Background: an optimization exercise with open tools, aiming at small area. Do not read the settings as production practice.
In this exercise RTL edits were held to simulation tests only and were not proved equivalent to the original.
No driver is modelled on the clock port, so clocking that relies on it looks cheaper here than on a real chip.
Power is estimated from default activity; no workload was simulated.

## bdm
module bdm(
	input clk,
	input rst,
	input bkgd_in,
	output bkgd_out,
	output bkgd_is_high_z,
	output mcu_pwr,
	output mcu_vpp,
	input do_read,
	input do_write,
	input do_start_mcu,
	input do_stop_mcu,
	input do_delay,
	input do_echo_test,
	input do_enable_vpp,
	input do_disable_vpp,
	input do_echo_sync_value,
	input do_resync,
	input [7:0] data_in,
	output [7:0] data_out,
	output ready,
	output reg valid,
	output [3:0] debug
);
For scale: roughly 87 flip-flops, about 0.0046 mm2 of cells after synthesis.
==> module bdc_clk_pulse_generator, before the edit <==
module bdc_clk_pulse_generator(
	input clk,
	input rst,
	output bdc_clk_pulse,
	input [19:0] sync_length,
	input set_sync_length
);
reg [13:0] counter;
reg [19:0] target_time;  
reg [6:0] frac;
reg carry;
reg stall;
assign bdc_clk_pulse = counter == 0;
reg at_end;
integer i;
always @(*) begin
	at_end = 1'b0;
	for (i = 0; i < 13; i = i + 1)
		at_end = (counter[i] & !target_time[7 + i]) | (at_end & !(counter[i] ^ target_time[7 + i]));
	at_end = at_end | counter[13];
end
reg [7:0] frac_sum;
reg fc;
always @(*) begin
	fc = 1'b0;
	for (i = 0; i < 7; i = i + 1) begin
		frac_sum[i] = frac[i] ^ target_time[i] ^ fc;
		fc = (frac[i] & target_time[i]) | (fc & (frac[i] ^ target_time[i]));
	end
	frac_sum[7] = fc;
end
always @(posedge clk) begin
	if (rst) begin
		counter <= 0;
		target_time <= 0;
		frac <= 0;
		carry <= 0;
		stall <= 0;
	end else if (set_sync_length) begin
		target_time <= sync_length;
		frac <= sync_length[6:0];
		carry <= 0;
		stall <= 0;
		if (stall)
			counter <= counter + 1'd1;
	end else if (at_end && carry && !stall) begin
		stall <= 1;
	end else if (at_end) begin
		counter <= 0;
		stall <= 0;
		{carry, frac} <= frac_sum;
	end else begin
		counter <= counter + 1'd1;
	end
end
endmodule
export LEC_CHECK = 0
export CAP_MARGIN = 20
export CORE_MARGIN = 2
export CORE_UTILIZATION = 40
export CTS_BUF_LIST = sky130_fd_sc_hd__clkbuf_8
export SLEW_MARGIN = 20
create_clock -name core_clock -period 5.0 [get_ports {clk}]
standard.sh (not shown) runs the stock make flow with config.mk's settings and CLKGATE_MAP_FILE= SYNTH_SCRIPT=/design/flow/synth_recipe.tcl, a recipe that flattens the netlist after the stock synthesis.
==> flow/flow/run.sh <==
#!/bin/bash
# Own layout flow: the standard flow (standard.sh) with these changes.
# 1. Synthesis: ABC maps the combinational logic with an area-oriented script
#    (abc_area.script) in place of ORFS's delay-oriented abc_speed.script; the
#    script copy below differs from ORFS's scripts in that one file only.
#    Everything before ABC (registers, their names and cells) is unchanged.
# 2. Placement: the port buffers that buffer_ports adds are buf_1 cells.
# 3. Clock tree: clkbuf_8 buffers (as config.mk's CTS_BUF_LIST) and no dummy
#    loads; the other clock_tree_synthesis options are ORFS's defaults.
# Every other step is the standard flow's. Each tool's output goes to a log
# here (run_synth.log, run_layout.log) and under orfs/logs/.
set -euo pipefail
W=$(pwd)
S="$W/orfs_scripts_area"
rm -rf "$S"
cp -r "$FLOW_HOME/scripts" "$S"
cp "$W/flow/abc_area.script" "$S/abc_speed.script"
bash "$W/standard.sh" SCRIPTS_DIR="$S" synth > "$W/run_synth.log" 2>&1
bash "$W/standard.sh" \
  BUFFER_PORTS_ARGS="-buffer_cell sky130_fd_sc_hd__buf_1" \
  CTS_ARGS="-sink_clustering_enable -repair_clock_nets -buf_list sky130_fd_sc_hd__clkbuf_8 -dont_use_dummy_load" \
  finish > "$W/run_layout.log" 2>&1
==> flow/flow/abc_area.script <==
strash
&get -n
&deepsyn -J 200 -T 250
&put
&get -n
&dch -f
&nf -R 1000 -F 10
&put
Then changed:
--- a/flow/design.v
+++ b/flow/design.v
@@ -74,20 +74,20 @@
 reg at_end;
 integer i;
 always @(*) begin
 	at_end = 1'b0;
 	for (i = 0; i < 13; i = i + 1)
-		at_end = (counter[i] & !target_time[7 + i]) | (at_end & !(counter[i] ^ target_time[7 + i]));
+		at_end = (counter[i] & !target_time[7 + i]) | (counter[i] & at_end) | (!target_time[7 + i] & at_end);
 	at_end = at_end | counter[13];
 end
 reg [7:0] frac_sum;
 reg fc;
 always @(*) begin
 	fc = 1'b0;
 	for (i = 0; i < 7; i = i + 1) begin
 		frac_sum[i] = frac[i] ^ target_time[i] ^ fc;
-		fc = (frac[i] & target_time[i]) | (fc & (frac[i] ^ target_time[i]));
+		fc = (frac[i] & target_time[i]) | (frac[i] & fc) | (target_time[i] & fc);
 	end
 	frac_sum[7] = fc;
 end
 always @(posedge clk) begin
 	if (rst) begin
Sequential power goes down slightly.
Total power goes down slightly.
Setup slack gains 0.51 ns.
Global-route usage goes up by 1.1 points.
Clock power goes up slightly.


The RTL this note starts from:
==> flow/design.v <==
module sync_controller(
	input clk,
	input rst,
	input bkgd_in,
	input start_sync,
	output [19:0] count,       
	output inverted,
	output [19:0] sync_length,
	output reg ready,
	output reg [2:0] state
);
localparam S_IDLE = 3'd0;
localparam S_SENDING_SYNC = 3'd1;
localparam S_WAITING_FOR_SETTLE = 3'd2;
localparam S_WAITING_FOR_PULL_LOW = 3'd3;
localparam S_COUNTING_SYNC = 3'd4;
reg [19:0] cnt;
assign inverted = state == S_SENDING_SYNC || state == S_WAITING_FOR_SETTLE ||
	(state == S_IDLE && !ready);
assign count = cnt;
assign sync_length = inverted ? 20'd6500 : cnt;
wire down_zero = &cnt[12:0];
wire [19:0] cnt_inc = cnt + 1'd1;
always @(posedge clk) begin
	if (rst) begin
		state <= S_IDLE;
		cnt <= ~20'd6500;
		ready <= 0;
	end else if (start_sync) begin
		state <= S_SENDING_SYNC;
		cnt <= ~20'd6500;
		ready <= 0;
	end else begin
		case (state)
		S_SENDING_SYNC:
			if (down_zero) begin
				state <= S_WAITING_FOR_SETTLE;
				cnt[12:0] <= ~13'h0f;
			end else
				cnt <= cnt_inc;
		S_WAITING_FOR_SETTLE:
			if (down_zero) begin
				state <= S_WAITING_FOR_PULL_LOW;
				cnt <= 20'd0;
			end else
				cnt <= cnt_inc;
		S_WAITING_FOR_PULL_LOW:
			if (!bkgd_in)
				state <= S_COUNTING_SYNC;
		S_COUNTING_SYNC:
			if (bkgd_in) begin
				state <= S_IDLE;
				ready <= 1;
			end else
				cnt <= cnt_inc;
		default: ;
		endcase
	end
end
endmodule
module bdc_clk_pulse_generator(
	input clk,
	input rst,
	output bdc_clk_pulse,
	input [19:0] sync_length,
	input set_sync_length
);
reg [13:0] counter;
reg [19:0] target_time;  
reg [6:0] frac;
reg carry;
reg stall;
assign bdc_clk_pulse = counter == 0;
reg at_end;
integer i;
always @(*) begin
	at_end = 1'b0;
	for (i = 0; i < 13; i = i + 1)
		at_end = (counter[i] & !target_time[7 + i]) | (at_end & !(counter[i] ^ target_time[7 + i]));
	at_end = at_end | counter[13];
end
reg [7:0] frac_sum;
reg fc;
always @(*) begin
	fc = 1'b0;
	for (i = 0; i < 7; i = i + 1) begin
		frac_sum[i] = frac[i] ^ target_time[i] ^ fc;
		fc = (frac[i] & target_time[i]) | (fc & (frac[i] ^ target_time[i]));
	end
	frac_sum[7] = fc;
end
always @(posedge clk) begin
	if (rst) begin
		counter <= 0;
		target_time <= 0;
		frac <= 0;
		carry <= 0;
		stall <= 0;
	end else if (set_sync_length) begin
		target_time <= sync_length;
		frac <= sync_length[6:0];
		carry <= 0;
		stall <= 0;
		if (stall)
			counter <= counter + 1'd1;
	end else if (at_end && carry && !stall) begin
		stall <= 1;
	end else if (at_end) begin
		counter <= 0;
		stall <= 0;
		{carry, frac} <= frac_sum;
	end else begin
		counter <= counter + 1'd1;
	end
end
endmodule
module bdm(
	input clk,
	input rst,
	input bkgd_in,
	output bkgd_out,
	output bkgd_is_high_z,
	output mcu_pwr,
	output mcu_vpp,
	input do_read,
	input do_write,
	input do_start_mcu,
	input do_stop_mcu,
	input do_delay,
	input do_echo_test,
	input do_enable_vpp,
	input do_disable_vpp,
	input do_echo_sync_value,
	input do_resync,
	input [7:0] data_in,
	output [7:0] data_out,
	output ready,
	output reg valid,
	output [3:0] debug
);
localparam ST_IDLE        = 4'd0;
localparam ST_BOOT_SEND   = 4'd1;   
localparam ST_BOOT_STABLE = 4'd2;   
localparam ST_SYNC_START  = 4'd3;   
localparam ST_SYNCING     = 4'd4;
localparam ST_W_SEND      = 4'd5;
localparam ST_W_WAIT      = 4'd6;   
localparam ST_R_RX        = 4'd7;
localparam ST_R_REPLY     = 4'd8;   
localparam ST_R_BIT       = 4'd9;
localparam ST_R_DONE      = 4'd10;
localparam ST_ONE         = 4'd11;  
localparam ST_DELAY       = 4'd12;
localparam ST_ESYNC_HI    = 4'd13;
localparam ST_ESYNC_LO    = 4'd14;
localparam ST_SET_CLOCK   = 4'd15;  
reg [3:0] state;
reg [3:0] tclk;
reg [8:0] data;
reg pwr;
reg vpp_enabled;
wire [19:0] sync_count;
wire [19:0] sync_cnt;
wire sync_inverted;
wire [2:0] sync_state;
wire sync_ready;
wire bdc_clk_pulse;
sync_controller sync_controller(
	.clk(clk),
	.rst(rst || do_stop_mcu || do_resync),
	.bkgd_in(bkgd_in),
	.start_sync(state == ST_SYNC_START),
	.count(sync_cnt),
	.inverted(sync_inverted),
	.sync_length(sync_count),
	.ready(sync_ready),
	.state(sync_state)
);
bdc_clk_pulse_generator bdc_clk_pulse_generator(
	.clk(clk),
	.rst(rst),
	.bdc_clk_pulse(bdc_clk_pulse),
	.sync_length(sync_count),
	.set_sync_length(state == ST_SET_CLOCK)
);
assign debug = {1'b0, sync_state};
assign bkgd_out = 1'd0;
assign mcu_pwr = pwr;
assign mcu_vpp = vpp_enabled;
wire sync_sending = sync_state == 3'd1;
assign bkgd_is_high_z = !(state == ST_BOOT_SEND || state == ST_W_WAIT || state == ST_R_REPLY ||
	((state == ST_SYNC_START || state == ST_SYNCING) && sync_sending));
assign ready = (state == ST_IDLE || state == ST_SET_CLOCK) && !do_start_mcu && !do_stop_mcu && !do_read && !do_write &&
	!do_delay && !do_echo_test && !do_echo_sync_value && !do_resync;
wire echo_hi = state == ST_ESYNC_HI;
wire echo_lo = state == ST_ESYNC_LO;
wire [7:0] out_sel =
	echo_hi ? {sync_cnt[15:13] & {3{!sync_inverted}}, sync_cnt[12:8]} :
	echo_lo ? sync_cnt[7:0] :
	data[7:0];
assign data_out = out_sel ^ {{3{echo_lo && sync_inverted}}, {5{(echo_hi || echo_lo) && sync_inverted}}};
wire [10:0] timer = {data[6:0], tclk};
wire timer_zero = timer == 11'd0;
wire tclk_zero = tclk == 4'd0;
wire [10:0] timer_dec = timer - 1'd1;
wire load_cmd = do_start_mcu | do_read | do_write | do_delay | do_echo_test;
wire [3:0] state_cmd =
	({4{do_start_mcu}} & ST_BOOT_SEND) |
	({4{do_read}} & ST_R_RX) |
	({4{do_write}} & ST_W_SEND) |
	({4{do_delay}} & ST_DELAY) |
	({4{do_echo_test}} & ST_ONE) |
	({4{do_echo_sync_value}} & ST_ESYNC_HI) |
	({4{do_resync}} & ST_SYNC_START);
wire [12:0] load_value =
	({13{do_start_mcu}} & {2'd0, 11'd1451}) |
	({13{do_read}} & {9'd1, 4'd0}) |
	({13{do_write}} & {data_in, 1'b1, 4'd0}) |
	({13{do_delay}} & {5'd0, data_in[3:0], 4'd0}) |
	({13{do_echo_test}} & {1'b0, data_in, 4'd0});
reg [3:0] fsm_state;
reg [8:0] fsm_data;
reg [3:0] fsm_tclk;
reg set_pwr;
always @(*) begin
	fsm_state = ST_IDLE;
	fsm_data = data;
	fsm_tclk = tclk;
	set_pwr = 1'b0;
	case (state)
	ST_BOOT_SEND: begin
		set_pwr = timer == 11'd1201;
		if (timer_zero) begin
			fsm_state = ST_BOOT_STABLE;
			{fsm_data[6:0], fsm_tclk} = 11'd501;
		end else begin
			fsm_state = ST_BOOT_SEND;
			{fsm_data[6:0], fsm_tclk} = timer_dec;
		end
	end
	ST_BOOT_STABLE:
		if (timer_zero)
			fsm_state = ST_SYNC_START;
		else begin
			fsm_state = ST_BOOT_STABLE;
			{fsm_data[6:0], fsm_tclk} = timer_dec;
		end
	ST_SYNC_START, ST_SYNCING:
		fsm_state = sync_ready ? ST_SET_CLOCK : ST_SYNCING;
	ST_W_SEND, ST_W_WAIT, ST_R_RX, ST_R_REPLY, ST_R_BIT: begin
		fsm_state = state;
		if (!tclk_zero) begin
			if (bdc_clk_pulse)
				fsm_tclk = timer_dec[3:0];
		end else case (state)
		ST_W_SEND:
			if (data[7:0] != 8'd0) begin
				fsm_state = ST_W_WAIT;
				fsm_tclk = data[8] ? 4'd4 : 4'd14;
			end else
				fsm_state = ST_ONE;
		ST_W_WAIT: begin
			fsm_state = ST_W_SEND;
			fsm_tclk = data[8] ? 4'd14 : 4'd4;
			fsm_data = {data[7:0], 1'b0};
		end
		ST_R_RX:
			if (!data[8]) begin
				fsm_state = ST_R_REPLY;
				fsm_tclk = 4'd3;
			end else
				fsm_state = ST_R_DONE;
		ST_R_REPLY: begin
			fsm_state = ST_R_BIT;
			fsm_tclk = 4'd7;
		end
		default: begin  
			fsm_state = ST_R_RX;
			fsm_tclk = 4'd6;
			fsm_data = {data[7:0], bkgd_in};
		end
		endcase
	end
	ST_DELAY:
		if (!timer_zero) begin
			fsm_state = ST_DELAY;
			{fsm_data[6:0], fsm_tclk} = timer_dec;
		end
	ST_ESYNC_HI:
		fsm_state = ST_ESYNC_LO;
	default: ;  
	endcase
end
always @(posedge clk) begin
	valid <= !rst && (do_echo_test || do_echo_sync_value || state == ST_ESYNC_HI || state == ST_R_DONE);
	if (rst) begin
		state <= ST_IDLE;
		vpp_enabled <= 0;
		pwr <= 0;
	end else begin
		state <= state_cmd | fsm_state;
		if (load_cmd)
			{data, tclk} <= load_value;
		else
			{data, tclk} <= {fsm_data, fsm_tclk};
		if (do_enable_vpp)
			vpp_enabled <= 1;
		if (do_disable_vpp)
			vpp_enabled <= 0;
		if (state == ST_IDLE && sync_state == 3'd0 && !sync_ready)
			pwr <= 0;
		if (set_pwr)
			pwr <= 1;
	end
end
endmodule
Settings: LEC_CHECK=0, CAP_MARGIN=20, CORE_MARGIN=2, CORE_UTILIZATION=40, CTS_BUF_LIST=sky130_fd_sc_hd__clkbuf_8, SLEW_MARGIN=20; clock period 5.0 ns.
Scripts as last shown in full above: flow/flow/run.sh, flow/flow/abc_area.script
The baseline produced a clean layout.
Then changed:
--- a/flow/design.v
+++ b/flow/design.v
@@ -76,7 +76,7 @@
 always @(*) begin
 	at_end = 1'b0;
 	for (i = 0; i < 13; i = i + 1)
-		at_end = (counter[i] & !target_time[7 + i]) | (at_end & !(counter[i] ^ target_time[7 + i]));
+		at_end = (counter[i] & !target_time[7 + i]) | (counter[i] & at_end) | (!target_time[7 + i] & at_end);
 	at_end = at_end | counter[13];
 end
 reg [7:0] frac_sum;
@@ -85,7 +85,7 @@
 	fc = 1'b0;
 	for (i = 0; i < 7; i = i + 1) begin
 		frac_sum[i] = frac[i] ^ target_time[i] ^ fc;
-		fc = (frac[i] & target_time[i]) | (fc & (frac[i] ^ target_time[i]));
+		fc = (frac[i] & target_time[i]) | (frac[i] & fc) | (target_time[i] & fc);
 	end
 	frac_sum[7] = fc;
 end
@@ -139,21 +139,21 @@
 	output [3:0] debug
 );
 localparam ST_IDLE        = 4'd0;
-localparam ST_BOOT_SEND   = 4'd1;   
-localparam ST_BOOT_STABLE = 4'd2;   
-localparam ST_SYNC_START  = 4'd3;   
-localparam ST_SYNCING     = 4'd4;
-localparam ST_W_SEND      = 4'd5;
-localparam ST_W_WAIT      = 4'd6;   
-localparam ST_R_RX        = 4'd7;
+localparam ST_BOOT_SEND   = 4'd9;   
+localparam ST_BOOT_STABLE = 4'd14;   
+localparam ST_SYNC_START  = 4'd13;   
+localparam ST_SYNCING     = 4'd1;
+localparam ST_W_SEND      = 4'd15;
+localparam ST_W_WAIT      = 4'd4;   
+localparam ST_R_RX        = 4'd6;
 localparam ST_R_REPLY     = 4'd8;   
-localparam ST_R_BIT       = 4'd9;
-localparam ST_R_DONE      = 4'd10;
-localparam ST_ONE         = 4'd11;  
-localparam ST_DELAY       = 4'd12;
-localparam ST_ESYNC_HI    = 4'd13;
-localparam ST_ESYNC_LO    = 4'd14;
-localparam ST_SET_CLOCK   = 4'd15;  
+localparam ST_R_BIT       = 4'd10;
+localparam ST_R_DONE      = 4'd2;
+localparam ST_ONE         = 4'd12;  
+localparam ST_DELAY       = 4'd7;
+localparam ST_ESYNC_HI    = 4'd3;
+localparam ST_ESYNC_LO    = 4'd5;
+localparam ST_SET_CLOCK   = 4'd11;  
 reg [3:0] state;
 reg [3:0] tclk;
 reg [8:0] data;
Power is higher slightly.
Worst setup slack degrades by 0.28 ns.
Flip-flop and latch count does not change.
Die area shrinks by a few percent.
Hold slack is worse by 0.013 ns.
First-iteration DRC count goes down by well over a third.
Via count decreases by a few percent.
Count of clock-buffer cells in the layout is unchanged.
Combinational power rose by a little under a tenth.

[separate check: timing with driven ports]
In the flow no input, the clock included, has a driving cell. The finished layouts below were timed again as built, in two steps.
Step 1 assumes that a clkbuf_16 drives the clock port and a buf_2 every other input.
Step 2, shift: input delay + t, output delay - t, t = (earliest + latest rising clock arrival at the registers) / 2. This alone moves slack from input paths to output paths.
Three values: ideal ports, drivers, drivers and shift; two values: the first two.
run | shift t [ns] | slack for setup (ns) | worst setup path at the end
the first run of note 1 | 0.383 | 0.489 / 0.489 / 0.489 | register to register
the second run of note 1 | 0.388 | 1.000 / 1.000 / 1.000 | register to register
the first run of note 2 | 0.381 | 0.690 / 0.690 / 0.690 | register to register
the second run of note 2 | 0.390 | 0.407 / 0.407 / 0.407 | register to register
After both steps every run listed still meets setup and hold.
